Context: an optimization exercise on an open-source flow, tuned for a short achievable clock period and few clock cycles. The choices shown serve that exercise and are no tape-out recipe. The RTL was checked by simulation tests, not by an equivalence proof against the original design.

==> inputs of amber <==
## in_order_cpu
module in_order_cpu(
    input clk, rst,
    output spart_wrt_en,
    output [31:0] spart_wrt_add,
    output [31:0] spart_wrt_data,
    output [9:0] imem_addr,
    input [31:0] imem_data,
    output dmem_ren,
    input [31:0] dmem_rdata
);
localparam A_ADD = 0, A_SUB = 1, A_AND = 2, A_OR = 3, A_XOR = 4, A_SLL = 5, A_SRL = 6, A_SRA = 7;
reg [31:0] pc;
reg        d_valid;
reg [31:0] d_instr;
reg [31:0] d_pc1;
reg [31:0] d_rs_oh, d_rt_oh;    
reg        d_pt;       
reg [31:0] d_brt;      
reg        d_pjr;      
reg [31:0] d_ptgt;
reg        e_valid;
reg [31:0] e_a, e_b, e_sd;
reg [7:0]  e_op;
reg [4:0]  e_sh;
reg [4:0]  e_dst;
reg        e_regw, e_lw, e_sw, e_br, e_jr;    
reg [2:0]  e_cond;
reg [31:0] e_alt;      
reg        e_pt, e_sdm;    
reg        e_brv, e_jrv;   
reg        e_pjr, e_link;
reg [31:0] e_ptgt;
reg [31:0] mr_addr, mr_data;
reg        mr_wen, mr_ren;
reg [31:0] m_res;
reg [4:0]  m_dst;
reg        m_regw, m_lw;
reg [31:0] w_res;
reg [4:0]  w_dst;
reg        w_regw;
reg [31:0] rf [0:31];
reg        ra_v;
reg [31:0] ra_val;
assign imem_addr = pc[9:0];
wire [31:0] pc_inc;
ks_add #(32) i_pc_inc (.a(pc), .b(32'd0), .cin(1'b1), .s(pc_inc), .cout());
wire [5:0] f_op = imem_data[31:26];
wire f_br  = (f_op >= 6'h13) && (f_op <= 6'h19);
wire f_j   = (f_op == 6'h1a) || (f_op == 6'h1b);
wire f_ret = (f_op == 6'h1d) && (imem_data[25:21] == 5'd31) && ra_v;
wire [31:0] f_brt;       
add_sext16 i_f_brt (.a(pc), .imm(imem_data[15:0]), .cin(1'b1), .s(f_brt));
wire f_same = imem_data[25:21] == imem_data[20:16];
wire f_pt  = f_br && !(f_same && (f_op == 6'h15 || f_op == 6'h18 || f_op == 6'h19)) &&
             !(!f_same && f_op == 6'h14 && !imem_data[15]);
wire [31:0] f_next = f_pt  ? f_brt :
                     f_j   ? {pc_inc[31:26], imem_data[25:0]} :
                     f_ret ? ra_val : pc_inc;
  ...
Settings: LEC_CHECK=0, ABC_CLOCK_PERIOD_IN_PS=3500, CAP_MARGIN=20, CORE_MARGIN=2, CORE_UTILIZATION=45, SLEW_MARGIN=20; clock period 10.5 ns.
standard.sh (not shown) runs the stock make flow with config.mk's settings and CLKGATE_MAP_FILE= SYNTH_SCRIPT=/design/flow/synth_recipe.tcl, a recipe that flattens the netlist after the stock synthesis.
==> flow/flow/run.sh <==
#!/bin/bash
# The standard layout (standard.sh), with two changes:
#  * synthesis: the standard flow's synthesis script, but abc maps the logic with a
#    delay-driven script (flow/abc_fast.script) and the adders are left to abc
#    (ADDER_MAP_FILE empty); registers are mapped exactly as in the standard
#    synthesis;
#  * timing repair aims below the design's period (SETUP_SLACK_MARGIN).
# The constraints (constraint.sdc) are the design's, unchanged.
set -euo pipefail
export FAST_ABC_SCRIPT="$PWD/flow/abc_fast.script"
bash standard.sh SYNTH_SCRIPT="$PWD/flow/synth.tcl" ADDER_MAP_FILE= SETUP_SLACK_MARGIN=7.0 finish > standard_flow.log 2>&1
==> flow/flow/abc_fast.script <==
strash
dch
map -D 500
buffer
upsize -D 500
dnsize -D 500
==> flow/flow/synth.tcl <==
# The standard flow's synthesis script (synth_recipe.tcl) with one change: abc maps the
# logic with abc_fast.script (delay-driven map) instead of ORFS's speed script.
# Registers are mapped before abc, as in the standard synthesis.
proc synth {args} { yosys synth -nofsm -noshare {*}$args }
proc abc {args} {
  set i [lsearch -exact $args -script]
  if { $i >= 0 } { lset args [expr { $i + 1 }] $::env(FAST_ABC_SCRIPT) }
  yosys abc {*}$args
}
source $::env(SCRIPTS_DIR)/synth.tcl
# left out here: clear keep_hierarchy, flatten, clean up, hide names made inside functions, write 1_2_yosys.v
==> umber: changes against amber <==
--- a/flow/design.v
+++ b/flow/design.v
@@ -58,10 +58,11 @@
 reg [31:0] pc;
 reg        d_valid;
 reg [31:0] d_instr;
 reg [31:0] d_pc1;
 reg [31:0] d_rs_oh, d_rt_oh;    
+reg [31:0] d_rs_rf, d_rt_rf;    
 reg        d_pt;       
 reg [31:0] d_brt;      
 reg        d_pjr;      
 reg [31:0] d_ptgt;
 reg        e_valid;
@@ -82,10 +83,13 @@
 reg [4:0]  m_dst;
 reg        m_regw, m_lw;
 reg [31:0] w_res;
 reg [4:0]  w_dst;
 reg        w_regw;
+reg [31:0] x_res;
+reg [4:0]  x_dst;
+reg        x_regw;
 reg [31:0] rf [0:31];
 reg        ra_v;
 reg [31:0] ra_val;
 assign imem_addr = pc[9:0];
 wire [31:0] pc_inc;
@@ -142,44 +146,53 @@
               op_andi || op_not || op_or || op_ori || op_xor || op_xori || op_lw || op_sw ||
               op_bc || op_jalr || op_jr;
 wire use_rt = op_add || op_sub || op_and || op_or || op_xor || op_sw || op_bc;
 wire e_fw = e_valid && e_regw;
 wire dep_e = e_valid && e_lw && ((use_rs && rs == e_dst) || (use_rt && !op_sw && rt == e_dst));
-wire agu_haz = op_lw && ((e_fw && rs == e_dst) || (m_regw && rs == m_dst));
-wire sw_early = op_sw && !(e_fw && (rs == e_dst || rt == e_dst)) && !(m_regw && rs == m_dst);
+wire agu_haz = op_lw && ((e_fw && rs == e_dst) || (m_lw && rs == m_dst));
+wire sw_early = op_sw && !(e_fw && (rs == e_dst || rt == e_dst)) && !(m_lw && rs == m_dst);
 wire mem_busy = (op_lw || sw_early) && e_valid && e_sw;
 wire stall = d_valid && (dep_e || agu_haz || mem_busy);
 wire [31:0] alu_res;
 wire [31:0] m_val = m_lw ? dmem_rdata : m_res;
 function [31:0] fwd;
     input [4:0] r;
-    input [31:0] rfv, ev, mv, wv;
-    input e_hit_en, m_hit_en, w_hit_en;
-    input [4:0] ed, md, wd;
+    input [31:0] rfv, ev, mv, wv, xv;
+    input e_hit_en, m_hit_en, w_hit_en, x_hit_en;
+    input [4:0] ed, md, wd, xd;
     begin
         if (e_hit_en && ed == r)      fwd = ev;
         else if (m_hit_en && md == r) fwd = mv;
         else if (w_hit_en && wd == r) fwd = wv;
+        else if (x_hit_en && xd == r) fwd = xv;
         else                          fwd = rfv;
     end
 endfunction
+wire [31:0] f_rs_oh = 32'd1 << imem_data[25:21];
+wire [31:0] f_rt_oh = 32'd1 << imem_data[20:16];
+wire [31:0] rd_rs_oh = stall ? d_rs_oh : f_rs_oh;
+wire [31:0] rd_rt_oh = stall ? d_rt_oh : f_rt_oh;
 reg [31:0] rf_rs, rf_rt;
 integer ri;
 always @(*) begin
     rf_rs = 32'd0;
     rf_rt = 32'd0;
     for (ri = 0; ri < 32; ri = ri + 1) begin
-        rf_rs = rf_rs | ({32{d_rs_oh[ri]}} & rf[ri]);
-        rf_rt = rf_rt | ({32{d_rt_oh[ri]}} & rf[ri]);
+        rf_rs = rf_rs | ({32{rd_rs_oh[ri]}} & rf[ri]);
+        rf_rt = rf_rt | ({32{rd_rt_oh[ri]}} & rf[ri]);
     end
 end
-wire [31:0] rs_val = fwd(rs, rf_rs, alu_res, m_val, w_res, e_fw, m_regw, w_regw, e_dst, m_dst, w_dst);
-wire [31:0] rt_val = fwd(rt, rf_rt, alu_res, m_val, w_res, e_fw, m_regw, w_regw, e_dst, m_dst, w_dst);
-wire [31:0] base_val = fwd(rs, rf_rs, 32'd0, 32'd0, w_res, 1'b0, 1'b0, w_regw, e_dst, m_dst, w_dst);
+wire [31:0] rs_val = fwd(rs, d_rs_rf, alu_res, m_val, w_res, x_res, e_fw, m_regw, w_regw, x_regw,
+                         e_dst, m_dst, w_dst, x_dst);
+wire [31:0] rt_val = fwd(rt, d_rt_rf, alu_res, m_val, w_res, x_res, e_fw, m_regw, w_regw, x_regw,
+                         e_dst, m_dst, w_dst, x_dst);
+wire [31:0] base_val = fwd(rs, d_rs_rf, 32'd0, m_res, w_res, x_res, 1'b0, m_regw, w_regw, x_regw,
+                           e_dst, m_dst, w_dst, x_dst);
 wire [31:0] ag_addr;
 add_sext16 i_ag (.a(base_val), .imm(imm), .cin(1'b0), .s(ag_addr));
-wire [31:0] sd_early = fwd(rt, rf_rt, 32'd0, m_val, w_res, 1'b0, m_regw, w_regw, e_dst, m_dst, w_dst);
+wire [31:0] sd_early = fwd(rt, d_rt_rf, 32'd0, m_val, w_res, x_res, 1'b0, m_regw, w_regw, x_regw,
+                           e_dst, m_dst, w_dst, x_dst);
 wire ld_go = d_valid && op_lw && !stall;
 wire st_go = d_valid && sw_early && !stall && !redir_e;
 wire jr_d = d_valid && (op_jr || op_jalr) && !d_pjr && !stall;
 wire [31:0] sext = {{16{imm[15]}}, imm};
 wire [31:0] zext = {16'h0000, imm};
@@ -246,14 +259,16 @@
         pc <= f_next;
         d_valid <= 1'b1;
     end
 end
 always @(posedge clk) begin
+    d_rs_rf <= rf_rs;
+    d_rt_rf <= rf_rt;
     if (!stall) begin
         d_instr <= imem_data;
-        d_rs_oh <= 32'd1 << imem_data[25:21];
-        d_rt_oh <= 32'd1 << imem_data[20:16];
+        d_rs_oh <= f_rs_oh;
+        d_rt_oh <= f_rt_oh;
         d_pc1 <= pc_inc;
         d_pt <= f_pt;
         d_brt <= f_brt;
         d_pjr <= f_ret;
         d_ptgt <= ra_val;
@@ -316,21 +331,25 @@
 end
 always @(posedge clk or posedge rst) begin
     if (rst) begin
         m_regw <= 1'b0; m_lw <= 1'b0;
         w_regw <= 1'b0;
+        x_regw <= 1'b0;
     end else begin
         m_regw <= e_valid && e_regw;
         m_lw <= e_valid && e_lw;
         w_regw <= m_regw;
+        x_regw <= w_regw;
     end
 end
 always @(posedge clk) begin
     m_res <= alu_res;
     m_dst <= e_dst;
     w_res <= m_val;
     w_dst <= m_dst;
+    x_res <= w_res;
+    x_dst <= w_dst;
 end
 always @(posedge clk) begin
     if (w_regw)
         rf[w_dst] <= w_res;
 end
Settings changed: ABC_CLOCK_PERIOD_IN_PS 3500 to default, CORE_UTILIZATION 45 to 58.
==> summary of the runs <==
umber died in global routing. amber finished with timing, DRC and antenna clean.
Between umber and amber, the lower area after synthesis is in amber (gap about 11%, measured against amber).
In amber the synthesized cell count is lower than in umber, by 17%.
==> figures <==
| quantity | amber | umber |
|---|---|---|
| Run status | finished clean | stopped before the end |
| Failing step | - | global routing |
| Sequential-to-total area share from yosys stat | 57.43% | 53.46% |
| Synth Area in XOR/XNOR | 0.8088% | 0.7301% |
| Resized cells post-CTS | 1272 | 1530 |
| Setup Slack @ Placement | 3.678 ns | 4.532 ns |
| Die H | 421.9 µm | 391.4 µm |
| Count of flip-flops with a built-in enable after synthesis | 1250 | 1186 |
| Placed standard-cell area | 83590 µm² | 91940 µm² |
| Number of buffers added for setup after CTS | 256 | 301 |
| Routability congestion estimate from global placement | 1.080 | 1.113 |
| Async SR Flop Fraction | 2.594% | 2.499% |
| Most common cell in the netlist | sky130_fd_sc_hd__nand2_1 | sky130_fd_sc_hd__o21ai_0 |
| Post-Synthesis Net Count | 8257 | 9889 |
| HPWL reported at the end of detailed placement | 281500 µm | 314000 µm |
| Mux share of post-synthesis cell area | 0.8327% | 0.4729% |
| TritonCTS buffer count | 172 | 178 |
| Post-synthesis simple-gate area fraction | 18.17% | 16.98% |
Testbench counts of amber, summed over its fixed seeds: cycles 111,201.
Testbench counts of umber, summed over its fixed seeds: cycles 110,994.

[separate check: timing with driven ports]
Ports are ideal in the flow. The routed layout listed here was re-timed in OpenROAD. Step 1 assumes that a clkbuf_16 drives the clock port and a buf_2 every other input. Step 2 moves the port delays by t, midway between the first and last clock arrival at a register: inputs arrive t later, outputs are due t later. That takes back most of the time a late clock gives input paths. Slacks: ideal / step 1 / step 2; pairs: ideal / step 1.
run: amber
shift t [ns]: 0.959
setup slack, ns: 6.511 / 6.511 / 5.718
latest minus earliest clock arrival (ns): 0.069 / 0.069
worst data-port slew with drivers (ns): 0.17
pins driven straight from the clock port: 1
After both steps amber still meets setup and hold. The setup slack of amber moves by 0.000 ns with the drivers and by -0.793 ns with both steps.
